This design comes from an exercise in tuning for small area, a short achievable clock period and few clock cycles on the open sky130 flow, not from production work.
No functional check of the RTL was part of any run shown here.
Power and IR drop assume default switching activity.

<file path="flow/design.v">
`timescale 1ns / 1ps
`timescale 1ns / 1ps
module modBigNumbers(input [35:0] s, input [35:0] c, input xi, input [33:0] y, input [31:0] number,
    output [35:0] so, output [35:0] co
    );
	wire [35:0] xy = xi ? {2'b00, y} : 36'd0;
	wire        q  = s[0] ^ c[0] ^ (xi & y[0]);
	wire [35:0] qn = q ? {4'b0000, number} : 36'd0;
	wire [35:0] t1 = s ^ c ^ xy;
	wire [36:0] c1 = {((s & c) | (s & xy) | (c & xy)), 1'b0};
	wire [36:0] t1e = {1'b0, t1};
	wire [36:0] qne = {1'b0, qn};
	wire [36:0] t2 = t1e ^ c1 ^ qne;
	wire [37:0] c2 = {((t1e & c1) | (t1e & qne) | (c1 & qne)), 1'b0};
	assign so = t2[36:1];
	assign co = c2[36:1];
endmodule
`timescale 1ns / 1ps
module main(input clk, input rst, input start, input [31:0] n, input [63:0] exponent,
    output ready, output done, output [31:0] prime1
    );
	localparam ITER = 4;
	localparam K    = 36 / ITER;      
	reg st_idle, st_norm, st_dbl, st_mul, st_conv, st_fin, st_gcd;
	reg        done_r;
	reg [31:0] a;         
	reg [63:0] er;        
	reg [6:0]  bl;        
	reg [6:0]  cnt;
	reg [33:0] v;
	reg [35:0] S, C;      
	reg [ITER-1:0] xb;    
	assign ready  = st_idle;
	assign done   = done_r;
	assign prime1 = a;
	wire [35:0] ss [0:ITER];
	wire [35:0] cc [0:ITER];
	assign ss[0] = S;
	assign cc[0] = C;
	genvar gi;
	generate for (gi = 0; gi < ITER; gi = gi + 1) begin : it
		modBigNumbers step (.s(ss[gi]), .c(cc[gi]), .xi(xb[gi]), .y(v), .number(a),
			.so(ss[gi+1]), .co(cc[gi+1]));
	end endgenerate
	wire [36:0] pa = st_conv ? {1'b0, S} :
	                 st_fin  ? 37'd0 :
	                 st_gcd  ? {1'b0, S} : {2'b00, v, 1'b0};
	wire [36:0] pb = st_conv ? {1'b0, C} :
	                 st_fin  ? {1'b1, ~{2'b00, v}} : ~{5'd0, a};
	wire        pc = !st_conv;
	wire [37:0] sum2 = {pa, 1'b1} + {pb, pc};
	wire [36:0] sum  = sum2[37:1];
	wire        neg = sum[36];
	wire [33:0] v_dbl  = neg ? {v[32:0], 1'b0} : sum[33:0];
	wire [33:0] v_conv = er[63] ? {sum[32:0], 1'b0} : sum[33:0];
	wire        normdone = er[63] | (bl == 7'd5);
	wire [4:0]  P = er[63:59];
	wire [35:0] vpad = {2'b00, v};
	wire        b_eq_a = (S == {4'd0, a});
	always @(posedge clk) begin
		S <= 36'd0;
		C <= 36'd0;
		if (st_mul) begin
			S <= ss[ITER];
			C <= cc[ITER];
		end
		if (st_fin) S <= sum[35:0];       
		if (st_gcd) begin
			if (!S[0])
				S <= S[1] ? {1'b0, S[35:1]} : {2'b00, S[35:2]};
			else if (neg)                  
				S <= {4'd0, a};
			else
				S <= sum[1] ? sum[36:1] : {1'b0, sum[36:2]};
		end
		if (st_idle) begin
			a   <= n;
			er  <= exponent;
			bl  <= 7'd64;
			v   <= 34'd1;
			cnt <= 7'd36;
		end
		if (st_norm) begin
			if (cnt != 0) begin
				v   <= v_dbl;
				cnt <= cnt - 7'd1;
			end
			if (!normdone) begin
				er <= {er[62:0], 1'b0};
				bl <= bl - 7'd1;
			end
			else begin
				er  <= {er[58:0], 5'd0};
				bl  <= bl - 7'd5;
				cnt <= cnt - {6'd0, cnt != 0} + {2'b00, P};
			end
		end
		if (st_dbl) begin
			if (cnt != 0) begin
				v   <= v_dbl;
				cnt <= cnt - 7'd1;
			end
			else
				xb <= v[ITER-1:0];
		end
		if (st_mul) begin
			xb  <= vpad[ITER*(cnt+1) +: ITER];
			cnt <= cnt + 7'd1;
		end
		if (st_conv) begin
			v   <= v_conv;
			er  <= {er[62:0], 1'b0};
			bl  <= bl - 7'd1;
			cnt <= 7'd0;
			xb  <= v_conv[ITER-1:0];
		end
		if (st_gcd && S[0] && !b_eq_a && neg)
			a <= S[31:0];
		done_r <= 1'b0;
		if (rst) begin
			st_idle <= 1'b1;
			st_norm <= 1'b0;
			st_dbl  <= 1'b0;
			st_mul  <= 1'b0;
			st_conv <= 1'b0;
			st_fin  <= 1'b0;
			st_gcd  <= 1'b0;
		end
		else begin
			if (st_idle && start) begin
				st_idle <= 1'b0;
				st_norm <= 1'b1;
			end
			if (st_norm && normdone) begin
				st_norm <= 1'b0;
				st_dbl  <= 1'b1;
			end
			if (st_dbl && cnt == 0) begin
				st_dbl <= 1'b0;
				if (bl == 0) st_fin <= 1'b1;
				else         st_mul <= 1'b1;
			end
			if (st_mul && cnt == K - 1) begin
				st_mul  <= 1'b0;
				st_conv <= 1'b1;
			end
			if (st_conv) begin
				st_conv <= 1'b0;
				if (bl == 7'd1) st_fin <= 1'b1;
				else            st_mul <= 1'b1;
			end
			if (st_fin) begin
				st_fin <= 1'b0;
				st_gcd <= 1'b1;
			end
			if (st_gcd && S[0] && b_eq_a) begin
				st_gcd  <= 1'b0;
				st_idle <= 1'b1;
				done_r  <= 1'b1;
			end
		end
	end
endmodule
</file>
<file path="flow/run.sh">
#!/bin/bash
# synth_recipe.tcl (not shown) runs the flow's synth.tcl, then flattens the netlist and writes it again
# the make line also repeats each setting of config.mk as NAME=value (left out here)
make -C /OpenROAD-flow-scripts/flow DESIGN_CONFIG=/design/flow/config.mk WORK_HOME=/design/flow/orfs CLKGATE_MAP_FILE= SYNTH_SCRIPT=/design/flow/synth_recipe.tcl finish
</file>
<file path="flow/config.mk">
export PLATFORM = sky130hd
export DESIGN_NAME = main
export DESIGN_NICKNAME = main
export VERILOG_FILES = /design/flow/design.v
export SDC_FILE = /design/flow/constraint.sdc
export NUM_CORES = 4
export LEC_CHECK = 0
export CAP_MARGIN = 20
export CORE_MARGIN = 2
export CORE_UTILIZATION = 40
export SLEW_MARGIN = 20
</file>
<file path="flow/constraint.sdc">
create_clock -name core_clock -period 8.0 [get_ports {clk}]
set_input_delay 1.6000 -clock core_clock [delete_from_list [all_inputs] [get_ports {clk}]]
set_output_delay 1.6000 -clock core_clock [all_outputs]
set_load 0.01 [all_outputs]
</file>
==> results.txt, run 1 <==
----------------------------------------------------
[Critical path]
  Max stage delay cell, worst path ... sky130_fd_sc_hd__fa_1
  Maximum fanout along the worst path ... 34
  Critical path arrival ... 7.70 ns
  Cell breakdown of the critical path ... buf_4 -> nand2_1 -> fa_1 -> nor2b_1 -> fa_1 -> inv_1 -> fa_1 -> nor2b_1 -> fa_1 -> inv_1 -> fa_1 -> nand2b_1 -> fa_1 -> fa_1 -> buf_4 -> nor2b_1 -> fa_1 -> a221o_1 -> a221o_1
  Family with the most delay on the worst path ... adder cells
  Setup CP Type ... register to register
  Critical path required time ... 8.48 ns
  Most common cell type on the critical path ... sky130_fd_sc_hd__fa_1
  Critical Path Source Type ... register
  Largest incremental delay on the critical path ... 0.99 ns
  Crit. End Element ... register
  CP bufs+invs ... 4

[Yosys]
  Number of warnings printed during yosys synthesis ... 1
  Share of the yosys chip area belonging to registers ... 23.6%
  Flip-flop and latch count after synthesis ... 228
  Share of the synthesized area in the top cell type ... 22.2%
  Post-Syn Nets ... 3077
  Number of flops mapped to enable cells by yosys ... 106
  Largest area contributor in the netlist ... sky130_fd_sc_hd__fa_1
  Primary FF master, synth ... sky130_fd_sc_hd__dfxtp_1
  Netlist area before placement ... 23900 µm²
  Async set-reset flop share out of synthesis ... 0%
  Synth Area per Inst ... 9.05 µm²
  Number of different library cells in the post-synthesis netlist ... 84
  Number of cells produced by synthesis ... 2638
  Area contributors post-synth ... sky130_fd_sc_hd__fa_1, sky130_fd_sc_hd__edfxtp_1, sky130_fd_sc_hd__dfxtp_1

[Clocking]
  Total number of H-tree levels ... 1
  Worst-case clock buffer depth ... 3
  Cts hold-fix bufs ... 0
  Cts bufs inserted ... 30
  Buffer cell driving the clock tree root ... sky130_fd_sc_hd__clkbuf_16
  Clock tree from TritonCTS ... done
  Clock sink count ... 228
  Clock transition at the register clock pins on the worst setup and hold paths after CTS ... 0.06 ns
  Post-cts resize count ... 0
  Insertion delay to the later sink of the worst-skew pair ... 0.60 ns
  Post-CTS setup buffer count ... 0

[Finish]
  Area Overhead vs Synth ... 11.9%
  Final antenna diode count ... 0
  Nets@finish ... 3091
  Most frequent cells in the layout ... sky130_fd_sc_hd__nand2_1, sky130_fd_sc_hd__fa_1, sky130_fd_sc_hd__o21ai_0
  Most common cell after layout, fill and taps aside ... sky130_fd_sc_hd__nand2_1
  Fraction of final layout cells with drive strength greater than 1 ... 7.36%

[Timing]
  Maximum clock skew at final layout ... 0.0171 ns
  Fmax ... 139 MHz
  Setup repair after global routing missed its margin ... false
  Final setup fails ... 0
  Transition time at the pin with the least slew margin ... 1.19 ns
  Clock period minus final worst setup slack ... 7.21 ns
  Crit path setup slack, layout ... 0.789 ns
  Count of final hold-check violations ... 0
  Final critical-path share of the clock period ... 90.1%
  Headroom to the max-slew limit ... 20.2%
  Final setup TNS ... 0 ns
  Slew Viols, Final ... 0

[Global routing]
  GRT busiest layer ... met2
  First-pass GRT wire length ... 118 mm
  Met2 track demand over resource ... 41.4%
  Total routing usage reported by global routing ... 24.5%
  Initial antenna violation count ... 0
  Total congestion overflow ... 0
  Largest net degree at the start of global routing ... 129
  Met1 track demand over resource ... 33.2%
  Via count of the first global-routing pass ... 20300
  GRT met3 Usage ... 2.54%

[Route]
  Total number of vias ... 19700
  Total iterations of the first detailed-routing run ... 6
  Final routed wire length divided by cell count ... 21.7 µm
  Via density per instance ... 5.72
  Iter 0 DRT Violations ... 1651
  Number of remaining DRC errors ... 0
  Routed Antenna Nets ... 0
  Total routed wirelength ... 74.8 mm

[Die]
  Die outline height ... 248 µm
  Cell Rows ... 89
  DIE AREA ... 61600 µm²
  Io pins ... 133
  Horizontal die dimension ... 248 µm
  Standard cell core area ... 59000 µm²
  Initial cell density of the core ... 40.4%

[Placed design]
  Setup slack at placement ... 0.794 ns
  Gp weighted congestion ... 0.964
  I/O Buffers ... 132
  HPWL Detailed ... 53.6 mm

[Job]
  Max-capacitance violation count ... 0

[Hold path]
  Hold crit path type ... register to register

[Outcome]
  Outcome ... timing/DRC/antenna clean

[Power]
  Ratio of total power to cell area ... 361 nW/µm²
  Leak Pwr ... 10.2 nW
  Peak supply drop ... 0.302 mV

----------------------------------------------------
kinds of logic after synthesis:
| logic type | after synthesis | synth area share, % |
|---|---|---|
| xor gates and xnor gates | 84 | 3.08 |
| buffers and inverters | 390 | 6.50 |
| DFF | 228 | 23.6 |
| AOI/OAI and AO/OA | 578 | 15.1 |
| and+or+nand+nor | 831 | 16.6 |
| adders and majority gates | 340 | 26.2 |
| muxes | 187 | 9.00 |
per-stage QoR:
stage | instances | hold WS, ns | instance area (µm²) | util [%] | power, mW
final | 3449 | 0.547 | 26700 | 45.3 | 9.65
after global routing | 3449 | 0.580 | 26700 | 45.3 | 10.7
after CTS | 3448 | 0.554 | 26700 | 45.2 | 9.73
after detailed placement | 3392 | 0.540 | 25700 | 43.5 | 8.21
after global placement | 3392 | 0.518 | 25700 | 43.5 | 8.08
after floorplan | 2638 | 0.483 | 23900 | - | 6.43
synth_stat cells (5+ instances only):
master                     instances
sky130_fd_sc_hd__nand2_1         389
sky130_fd_sc_hd__fa_1            265
sky130_fd_sc_hd__o21ai_0         200
sky130_fd_sc_hd__inv_1           199
sky130_fd_sc_hd__a21oi_1         153
sky130_fd_sc_hd__clkbuf_1        145
sky130_fd_sc_hd__dfxtp_1         122
sky130_fd_sc_hd__edfxtp_1        106
sky130_fd_sc_hd__mux2i_1         104
sky130_fd_sc_hd__nor2_1          100
sky130_fd_sc_hd__nand2b_1         99
sky130_fd_sc_hd__and2_1           86
sky130_fd_sc_hd__ha_1             75
sky130_fd_sc_hd__mux2_2           49
sky130_fd_sc_hd__nor2b_1          46
sky130_fd_sc_hd__a221oi_1         43
sky130_fd_sc_hd__xnor2_1          42
sky130_fd_sc_hd__xor2_1           42
sky130_fd_sc_hd__a211oi_1         29
sky130_fd_sc_hd__mux2_4           28
sky130_fd_sc_hd__nand3_1          26
sky130_fd_sc_hd__nor3_1           22
sky130_fd_sc_hd__o211ai_1         22
sky130_fd_sc_hd__a31oi_1          21
sky130_fd_sc_hd__buf_2            17
sky130_fd_sc_hd__and3_1           15
sky130_fd_sc_hd__buf_1            12
sky130_fd_sc_hd__nand4_1          12
sky130_fd_sc_hd__a21o_1           11
sky130_fd_sc_hd__nor4_1           11
sky130_fd_sc_hd__o221ai_1          9
sky130_fd_sc_hd__a311oi_1          8
sky130_fd_sc_hd__buf_6             7
sky130_fd_sc_hd__o21a_1            7
sky130_fd_sc_hd__o21bai_1          7
sky130_fd_sc_hd__a22oi_1           6
sky130_fd_sc_hd__mux4_2            6
sky130_fd_sc_hd__or3_1             6
sky130_fd_sc_hd__a21boi_0          5
sky130_fd_sc_hd__and4_1            5
sky130_fd_sc_hd__clkbuf_2          5
sky130_fd_sc_hd__o22ai_1           5
final cells by class:
class	instances	area, µm²
Fill cell	5762	32300
Timing Repair Buffer	170	1620
Clock buffer	40	808
Multi-Input combinational cell	2020	16700
Inverter	202	758
Tap cell	773	967
Clock inverter	16	173
Sequential cell	228	5630
power breakdown:
part | switching, mW | internal [mW]
Combinational | 3.94 | 2.61
Sequential | 0.308 | 1.38
Clock | 0.604 | 0.805
Total | 4.86 | 4.79
tightest hold or removal path: cells and delay by family, from the launching register on:
| kind | cells | cell delay [ns] |
|---|---|---|
| multiplexers | 1 | 0.08 |
| AND/OR/NAND/NOR | 1 | 0.08 |
| flip-flops | 1 | 0.35 |
sequential cells by signal, summed over array words and instances, names as in the netlist:
register / cells
st_dbl: 1
C: 36
cnt: 7
st_mul: 1
st_idle: 1
a: 32
st_norm: 1
xb: 4
S: 36
er: 64
bl: 7
v: 34
done_r: 1
st_gcd: 1
st_fin: 1
st_conv: 1
per-layer routing:
| metal | vias to the layer above | part of all wire (%) |
|---|---|---|
| met3 | 133 | 6.0 |
| met5 | - | 0 |
| li1 | 9026 | - |
| met1 | 9830 | 43 |
| met2 | 748 | 48 |
| met4 | 0 | 3.0 |
path summary, 6_finish.rpt:
check | from | to | slack (ns) | depth (start not counted)
worst min register to register | er[0] | er[0] | 0.55 | 2
worst max-delay path | xb[0] | S[29] | 0.79 | 19
worst min-delay path | er[0] | er[0] | 0.55 | 2
worst max register to register | xb[0] | S[29] | 0.79 | 19
==> run 2, diff against run 1 <==
--- a/flow/config.mk
+++ b/flow/config.mk
@@ -8,4 +8,5 @@
 export CAP_MARGIN = 20
 export CORE_MARGIN = 2
 export CORE_UTILIZATION = 40
+export SETUP_SLACK_MARGIN = 3
 export SLEW_MARGIN = 20
==> results.txt, run 2 <==
----------------------------------------------------
[Route]
  Via density per instance ... 5.73
  Total number of vias ... 20000
  Total iterations of the first detailed-routing run ... 6
  Number of remaining DRC errors ... 0
  Iter 0 DRT Violations ... 1798
  Routed Antenna Nets ... 0
  Final routed wire length divided by cell count ... 22.9 µm
  Total routed wirelength ... 79.8 mm

[Timing]
  Clock period minus final worst setup slack ... 6.29 ns
  Final setup TNS ... 0 ns
  Final critical-path share of the clock period ... 78.6%
  Maximum clock skew at final layout ... 0.0260 ns
  Headroom to the max-slew limit ... 22.2%
  Final setup fails ... 0
  Slew Viols, Final ... 0
  Hold slack final ... 0.547 ns
  Fmax ... 159 MHz
  Transition time at the pin with the least slew margin ... 1.16 ns
  Setup repair after global routing missed its margin ... true
  Count of final hold-check violations ... 0

[Global routing]
  Largest net degree at the start of global routing ... 129
  Initial antenna violation count ... 1
  Total routing usage reported by global routing ... 26.2%
  Via count of the first global-routing pass ... 20600
  Total congestion overflow ... 0
  First-pass GRT wire length ... 124 mm

[Clocking]
  Clock tree from TritonCTS ... done
  Cts bufs inserted ... 34
  Total number of H-tree levels ... 2
  Worst-case clock buffer depth ... 3
  Clock sink count ... 228
  Insertion delay to the later sink of the worst-skew pair ... 0.56 ns
  Buffer cell driving the clock tree root ... sky130_fd_sc_hd__clkbuf_16
  Clock transition at the register clock pins on the worst setup and hold paths after CTS ... 0.06 ns
  Cts hold-fix bufs ... 0

[Critical path]
  Largest incremental delay on the critical path ... 0.64 ns
  Critical Path Source Type ... register
  Max stage delay cell, worst path ... sky130_fd_sc_hd__fa_2
  Launch point of the worst reg-to-reg path ... xb[0]
  Worst setup path startpoint ... xb[0]
  Depth of the worst register-to-register path ... 19
  Critical path arrival ... 6.72 ns
  Critical path required time ... 8.44 ns
  Cell breakdown of the critical path ... buf_12 -> and2_4 -> fa_1 -> fa_1 -> inv_1 -> fa_2 -> nor2b_2 -> fa_1 -> inv_1 -> fa_2 -> nand2b_4 -> fa_1 -> fa_2 -> buf_12 -> buf_4 -> nor2b_4 -> fa_1 -> a221o_1 -> a221o_1
  Flop2flop setup slack ... 1.71 ns
  Setup CP Type ... register to register
  Most common cell type on the critical path ... sky130_fd_sc_hd__fa_1
  Crit. End Element ... register
  Maximum fanout along the worst path ... 8

[Yosys]
  Largest area contributor in the netlist ... sky130_fd_sc_hd__fa_1
  Async set-reset flop share out of synthesis ... 0%
  Area contributors post-synth ... sky130_fd_sc_hd__fa_1, sky130_fd_sc_hd__edfxtp_1, sky130_fd_sc_hd__dfxtp_1
  Netlist area before placement ... 23900 µm²
  Share of the yosys chip area belonging to registers ... 23.6%
  Share of the synthesized area in the top cell type ... 22.2%
  Flip-flop and latch count after synthesis ... 228
  Number of warnings printed during yosys synthesis ... 1
  Synth Area per Inst ... 9.05 µm²
  Number of cells produced by synthesis ... 2638
  Top post-synthesis cells by count ... sky130_fd_sc_hd__nand2_1, sky130_fd_sc_hd__fa_1, sky130_fd_sc_hd__o21ai_0, sky130_fd_sc_hd__inv_1, sky130_fd_sc_hd__a21oi_1
  Primary FF master, synth ... sky130_fd_sc_hd__dfxtp_1
  Number of different library cells in the post-synthesis netlist ... 84
  Leading cell type by number of instances after synthesis ... sky130_fd_sc_hd__nand2_1
  Number of flops mapped to enable cells by yosys ... 106
  Post-Syn Nets ... 3077

[Placed design]
  Gp weighted congestion ... 0.951
  I/O Buffers ... 132
  HPWL Detailed ... 54.2 mm

[Power]
  Ratio of total power to cell area ... 440 nW/µm²
  Final total power ... 12.2 mW
  Leak Pwr ... 10.7 nW
  Peak supply drop ... 1.01 mV

[Job]
  Max-capacitance violation count ... 0

[Finish]
  Top reg by flops ... er
  Largest regs ... er: 64 flops, C: 36 flops, S: 36 flops
  Most common cell after layout, fill and taps aside ... sky130_fd_sc_hd__nand2_1
  Number of flip-flops in the largest register ... 64
  Fraction of final layout cells with drive strength greater than 1 ... 11.5%
  Nets@finish ... 3129
  Final antenna diode count ... 0
  Area Overhead vs Synth ... 16.4%
  Most frequent cells in the layout ... sky130_fd_sc_hd__nand2_1, sky130_fd_sc_hd__fa_1, sky130_fd_sc_hd__inv_1

[Die]
  Standard cell core area ... 59000 µm²
  DIE AREA ... 61600 µm²
  Horizontal die dimension ... 248 µm
  Io pins ... 133
  Initial cell density of the core ... 40.4%
  Die outline height ... 248 µm
  Cell Rows ... 89

[Outcome]
  Outcome ... timing/DRC/antenna clean

[Hold path]
  Depth of the worst hold-timing path ... 2
  Startpoint of the lowest-slack hold path ... er[0]
  Hold crit path type ... register to register

----------------------------------------------------
==> run 2: cell counts after synthesis <==
Identical to the previous run, type by type.
==> run 2: through the flow <==
stage | instance area [µm²] | setup WS (ns) | std cells | utilization, %
2_1_floorplan | 23900 | 1.80 | 2638 | -
3_3_place_gp | 25700 | 1.16 | 3393 | 43.6
3_5_place_dp | 25700 | 1.01 | 3393 | 43.6
4_1_cts | 27500 | 1.85 | 3476 | 46.6
5_1_grt | 27800 | 1.60 | 3489 | 47.1
6_report | 27800 | 1.71 | 3489 | 47.1
==> run 2: kinds of logic after synthesis <==
logic type / count (synthesis) / share of synthesized area (%)
buffers and inverters: 390 / 6.50
xor gates and xnor gates: 84 / 3.08
and+or+nand+nor: 831 / 16.6
DFF: 228 / 23.6
AOI/OAI and AO/OA: 578 / 15.1
adders and majority gates: 340 / 26.2
muxes: 187 / 9.00
==> run 2: timing repair <==
action	in CTS	in global routing
pin swaps	37	9
cloned	5	1
buffers inserted	16	11
endpoints found under the setup margin	146	132
resized for setup	104	23
hold endpoints to repair	0	0
==> run 2: critical path: cells and delay by family, from the launching register on <==
kind                       cells  cell delay, ns
adders and majority gates      8            4.11
and+or+nand+nor                4            0.39
buffers and inverters          5            0.61
AOI/OAI and AO/OA              2            0.58
DFF                            1            0.49
==> run 2: final cells by class <==
type / instances / area, µm²
clock buffers: 48 / 923
well taps: 773 / 967
repair buffers: 203 / 2140
multi-input cells: 2021 / 17100
inverters: 202 / 762
flip-flops and latches: 228 / 5640
fillers: 5665 / 31200
clock inverters: 14 / 214
==> run 2: layer usage <==
metal	GRT usage, %	up-vias	part of all wire, %
li1	-	9117	-
met1	34.1	9889	41
met2	44.0	832	48
met3	4.37	150	7.3
met4	8.89	0	3.7
met5	0	-	0
==> run 2: path summary, 6_finish.rpt <==
path            to
min          er[0]
max reg2reg  S[29]
min reg2reg  er[0]
max          S[29]
==> run 2: where the power goes <==
| part | leakage [nW] | internal [mW] | total, mW | switching [mW] |
|---|---|---|---|---|
| registers | 2.07 | 1.38 | 1.69 | 0.314 |
| logic | 8.04 | 3.91 | 8.92 | 5.02 |
| clock network | 0.551 | 0.972 | 1.59 | 0.622 |
| total | 10.7 | 6.26 | 12.2 | 5.95 |
==> run 3, diff against run 2 <==
--- a/flow/config.mk
+++ b/flow/config.mk
@@ -5,6 +5,7 @@
 export SDC_FILE = /design/flow/constraint.sdc
 export NUM_CORES = 4
 export LEC_CHECK = 0
+export ABC_CLOCK_PERIOD_IN_PS = 4000
 export CAP_MARGIN = 20
 export CORE_MARGIN = 2
 export CORE_UTILIZATION = 40
==> results.txt, run 3 <==
----------------------------------------------------
[Placed design]
  I/O Buffers ... 132
  Placed cell count ... 3393
  Gp weighted congestion ... 0.951
  HPWL Detailed ... 54.2 mm

[Yosys]
  Largest area contributor in the netlist ... sky130_fd_sc_hd__fa_1
  Number of cells produced by synthesis ... 2638
  Post-Syn Nets ... 3077
  Primary FF master, synth ... sky130_fd_sc_hd__dfxtp_1
  Synth Area per Inst ... 9.05 µm²
  Flip-flop and latch count after synthesis ... 228
  Share of the yosys chip area belonging to registers ... 23.6%
  Share of the synthesized area in the top cell type ... 22.2%
  Number of warnings printed during yosys synthesis ... 1
  Netlist area before placement ... 23900 µm²
  Area contributors post-synth ... sky130_fd_sc_hd__fa_1, sky130_fd_sc_hd__edfxtp_1, sky130_fd_sc_hd__dfxtp_1
  Number of flops mapped to enable cells by yosys ... 106
  Top post-synthesis cells by count ... sky130_fd_sc_hd__nand2_1, sky130_fd_sc_hd__fa_1, sky130_fd_sc_hd__o21ai_0, sky130_fd_sc_hd__inv_1, sky130_fd_sc_hd__a21oi_1
  Async set-reset flop share out of synthesis ... 0%
  Number of different library cells in the post-synthesis netlist ... 84
  Leading cell type by number of instances after synthesis ... sky130_fd_sc_hd__nand2_1

[Power]
  Peak supply drop ... 1.01 mV
  Ratio of total power to cell area ... 440 nW/µm²
  Leak Pwr ... 10.7 nW

[Hold path]
  Hold crit path type ... register to register
  Depth of the worst hold-timing path ... 2
  Destination of the worst hold path ... er[0]
  Startpoint of the lowest-slack hold path ... er[0]

[Timing]
  Headroom to the max-slew limit ... 22.2%
  Transition time at the pin with the least slew margin ... 1.16 ns
  Fmax ... 159 MHz
  Maximum clock skew at final layout ... 0.0260 ns
  Final setup fails ... 0
  Count of final hold-check violations ... 0
  Final critical-path share of the clock period ... 78.6%
  Setup repair after global routing missed its margin ... true
  Slew Viols, Final ... 0
  Final setup TNS ... 0 ns
  Clock period minus final worst setup slack ... 6.29 ns

[Die]
  Standard cell core area ... 59000 µm²
  Horizontal die dimension ... 248 µm
  Cell Rows ... 89
  Io pins ... 133
  Die outline height ... 248 µm
  Initial cell density of the core ... 40.4%
  DIE AREA ... 61600 µm²

[Global routing]
  Largest net degree at the start of global routing ... 129
  First-pass GRT wire length ... 124 mm
  Initial antenna violation count ... 1
  Total routing usage reported by global routing ... 26.2%
  Via count of the first global-routing pass ... 20600
  Total congestion overflow ... 0

[Clocking]
  Clock sink count ... 228
  Insertion delay to the later sink of the worst-skew pair ... 0.56 ns
  Clock tree from TritonCTS ... done
  Worst-case clock buffer depth ... 3
  Total number of H-tree levels ... 2
  Buffer cell driving the clock tree root ... sky130_fd_sc_hd__clkbuf_16
  Cts bufs inserted ... 34
  Clock transition at the register clock pins on the worst setup and hold paths after CTS ... 0.06 ns

[Finish]
  Number of flip-flops in the largest register ... 64
  Filler cells ... 5665
  Area Overhead vs Synth ... 16.4%
  Most common cell after layout, fill and taps aside ... sky130_fd_sc_hd__nand2_1
  Largest regs ... er: 64 flops, C: 36 flops, S: 36 flops
  Nets@finish ... 3129
  Final antenna diode count ... 0
  Most frequent cells in the layout ... sky130_fd_sc_hd__nand2_1, sky130_fd_sc_hd__fa_1, sky130_fd_sc_hd__inv_1
  Final standard cell count with taps included and fillers excluded ... 3489
  Fraction of final layout cells with drive strength greater than 1 ... 11.5%
  Top reg by flops ... er

[Route]
  Iter 0 DRT Violations ... 1798
  Total number of vias ... 20000
  Total routed wirelength ... 79.8 mm
  Routed Antenna Nets ... 0
  Number of remaining DRC errors ... 0
  Total iterations of the first detailed-routing run ... 6
  Final routed wire length divided by cell count ... 22.9 µm
  Via density per instance ... 5.73

[Critical path]
  Maximum fanout along the worst path ... 8
  Flop2flop setup slack ... 1.71 ns
  Max stage delay cell, worst path ... sky130_fd_sc_hd__fa_2
  RR Endpoint ... S[29]
  Depth of the worst register-to-register path ... 19
  Critical path arrival ... 6.72 ns
  Cell breakdown of the critical path ... buf_12 -> and2_4 -> fa_1 -> fa_1 -> inv_1 -> fa_2 -> nor2b_2 -> fa_1 -> inv_1 -> fa_2 -> nand2b_4 -> fa_1 -> fa_2 -> buf_12 -> buf_4 -> nor2b_4 -> fa_1 -> a221o_1 -> a221o_1
  Setup CP Type ... register to register
  Launch point of the worst reg-to-reg path ... xb[0]
  Critical path required time ... 8.44 ns
  Worst setup path startpoint ... xb[0]
  Most common cell type on the critical path ... sky130_fd_sc_hd__fa_1
  Critical Path Source Type ... register
  Largest incremental delay on the critical path ... 0.64 ns
  Crit. End Element ... register

[Outcome]
  Outcome ... timing/DRC/antenna clean

[Job]
  Max-capacitance violation count ... 0

----------------------------------------------------
==> run 3: cell counts after synthesis <==
Identical to the previous run, type by type.
==> run 3: what timing repair did <==
item,in CTS,in global routing
hold endpoints to repair,0,0
setup endpoints to repair,146,132
resized for setup,104,23
pin swaps,37,9
hold buffers,0,0
buffers inserted,16,11
cloned,5,1
==> run 3: critical path: cells and delay by family, from the launching register on <==
family                     cells  cell delay [ns]
adders and majority gates      8             4.11
buffers and inverters          5             0.61
AOI/OAI and AO/OA              2             0.58
DFF                            1             0.49
and+or+nand+nor                4             0.39
==> run 3: worst max path at each step <==
| stage | to | slack, ns | cells after the start |
|---|---|---|---|
| after CTS | S[29] | 1.85 | 19 |
| after floorplan | S[29] | 1.80 | 20 |
| after detailed placement | S[14] | 1.01 | 21 |
| final | S[29] | 1.71 | 19 |
| after global routing | S[23] | 1.60 | 21 |
| after global placement | S[14] | 1.16 | 21 |
==> run 3: per-stage QoR <==
step | worst slack [ns] | power, mW | util [%] | area [µm²] | hold WS, ns
6_report | 1.71 | 12.2 | 47.1 | 27800 | 0.547
5_1_grt | 1.60 | 13.2 | 47.1 | 27800 | 0.568
4_1_cts | 1.85 | 11.5 | 46.6 | 27500 | 0.547
3_5_place_dp | 1.01 | 8.31 | 43.6 | 25700 | 0.548
3_3_place_gp | 1.16 | 8.18 | 43.6 | 25700 | 0.519
2_1_floorplan | 1.80 | 6.57 | - | 23900 | 0.483
==> run 3: cells by family (layout without fill, tap and decap cells) <==
logic type      count (synthesis)  in the layout  synth area share (%)
compound gates                578            578                  15.1
buf+inv                       390            467                  6.50
simple gates                  831            832                  16.6
fa+ha+maj                     340            340                  26.2
mux                           187            187                  9.00
xor+xnor                       84             84                  3.08
flops                         228            228                  23.6
==> run 3: power by group <==
part / switching [mW] / total (mW) / internal (mW)
clock: 0.622 / 1.59 / 0.972
combinational: 5.02 / 8.92 / 3.91
sequential: 0.314 / 1.69 / 1.38
==> run 3: layer usage <==
metal	GRT usage [%]	part of all wire, %	vias up	wire [µm]
li1	-	-	9117	-
met3	4.37	7.3	150	5860
met5	0	0	-	0
met1	34.1	41	9889	33000
met4	8.89	3.7	0	2960
met2	44.0	48	832	38000
==> run 3: layout make-up <==
class | instances | area, µm² | area share, %
multi-input combinational | 2021 | 17100 | 61.7
inverter | 202 | 762 | 2.74
tap | 773 | 967 | 3.48
timing repair buffer | 203 | 2140 | 7.71
clock buffer | 48 | 923 | 3.32
clock inverter | 14 | 214 | 0.770
sequential | 228 | 5640 | 20.3

## afterwards: timing with drivers on the ports
How much do the figures lean on ideal ports? The routed layouts below were timed once more, with nothing changed but the port constraints.
Step 1, drivers: a clkbuf_16 drives clk and a buf_2 each remaining input, both assumed.
Step 2 times the ports against the registers' clock, not the clock port: input delays grow and output delays shrink by t, the midpoint of the rising clock arrivals with the driver on.
Three values: no drivers, after step 1, after step 2; two values: the first two.
run | shift t [ns] | setup WS [ns] | hold WS [ns] | worst register clock-pin slew, ns
run 1 | 0.651 | 0.789 / 0.789 / 0.789 | 0.547 / 0.547 / 0.547 | 0.07 / 0.07
run 2 | 0.606 | 1.713 / 1.713 / 1.713 | 0.547 / 0.547 / 0.547 | 0.07 / 0.07
run 3 | 0.606 | 1.713 / 1.713 / 1.713 | 0.547 / 0.547 / 0.547 | 0.07 / 0.07
After both steps setup and hold are still met in every run listed.
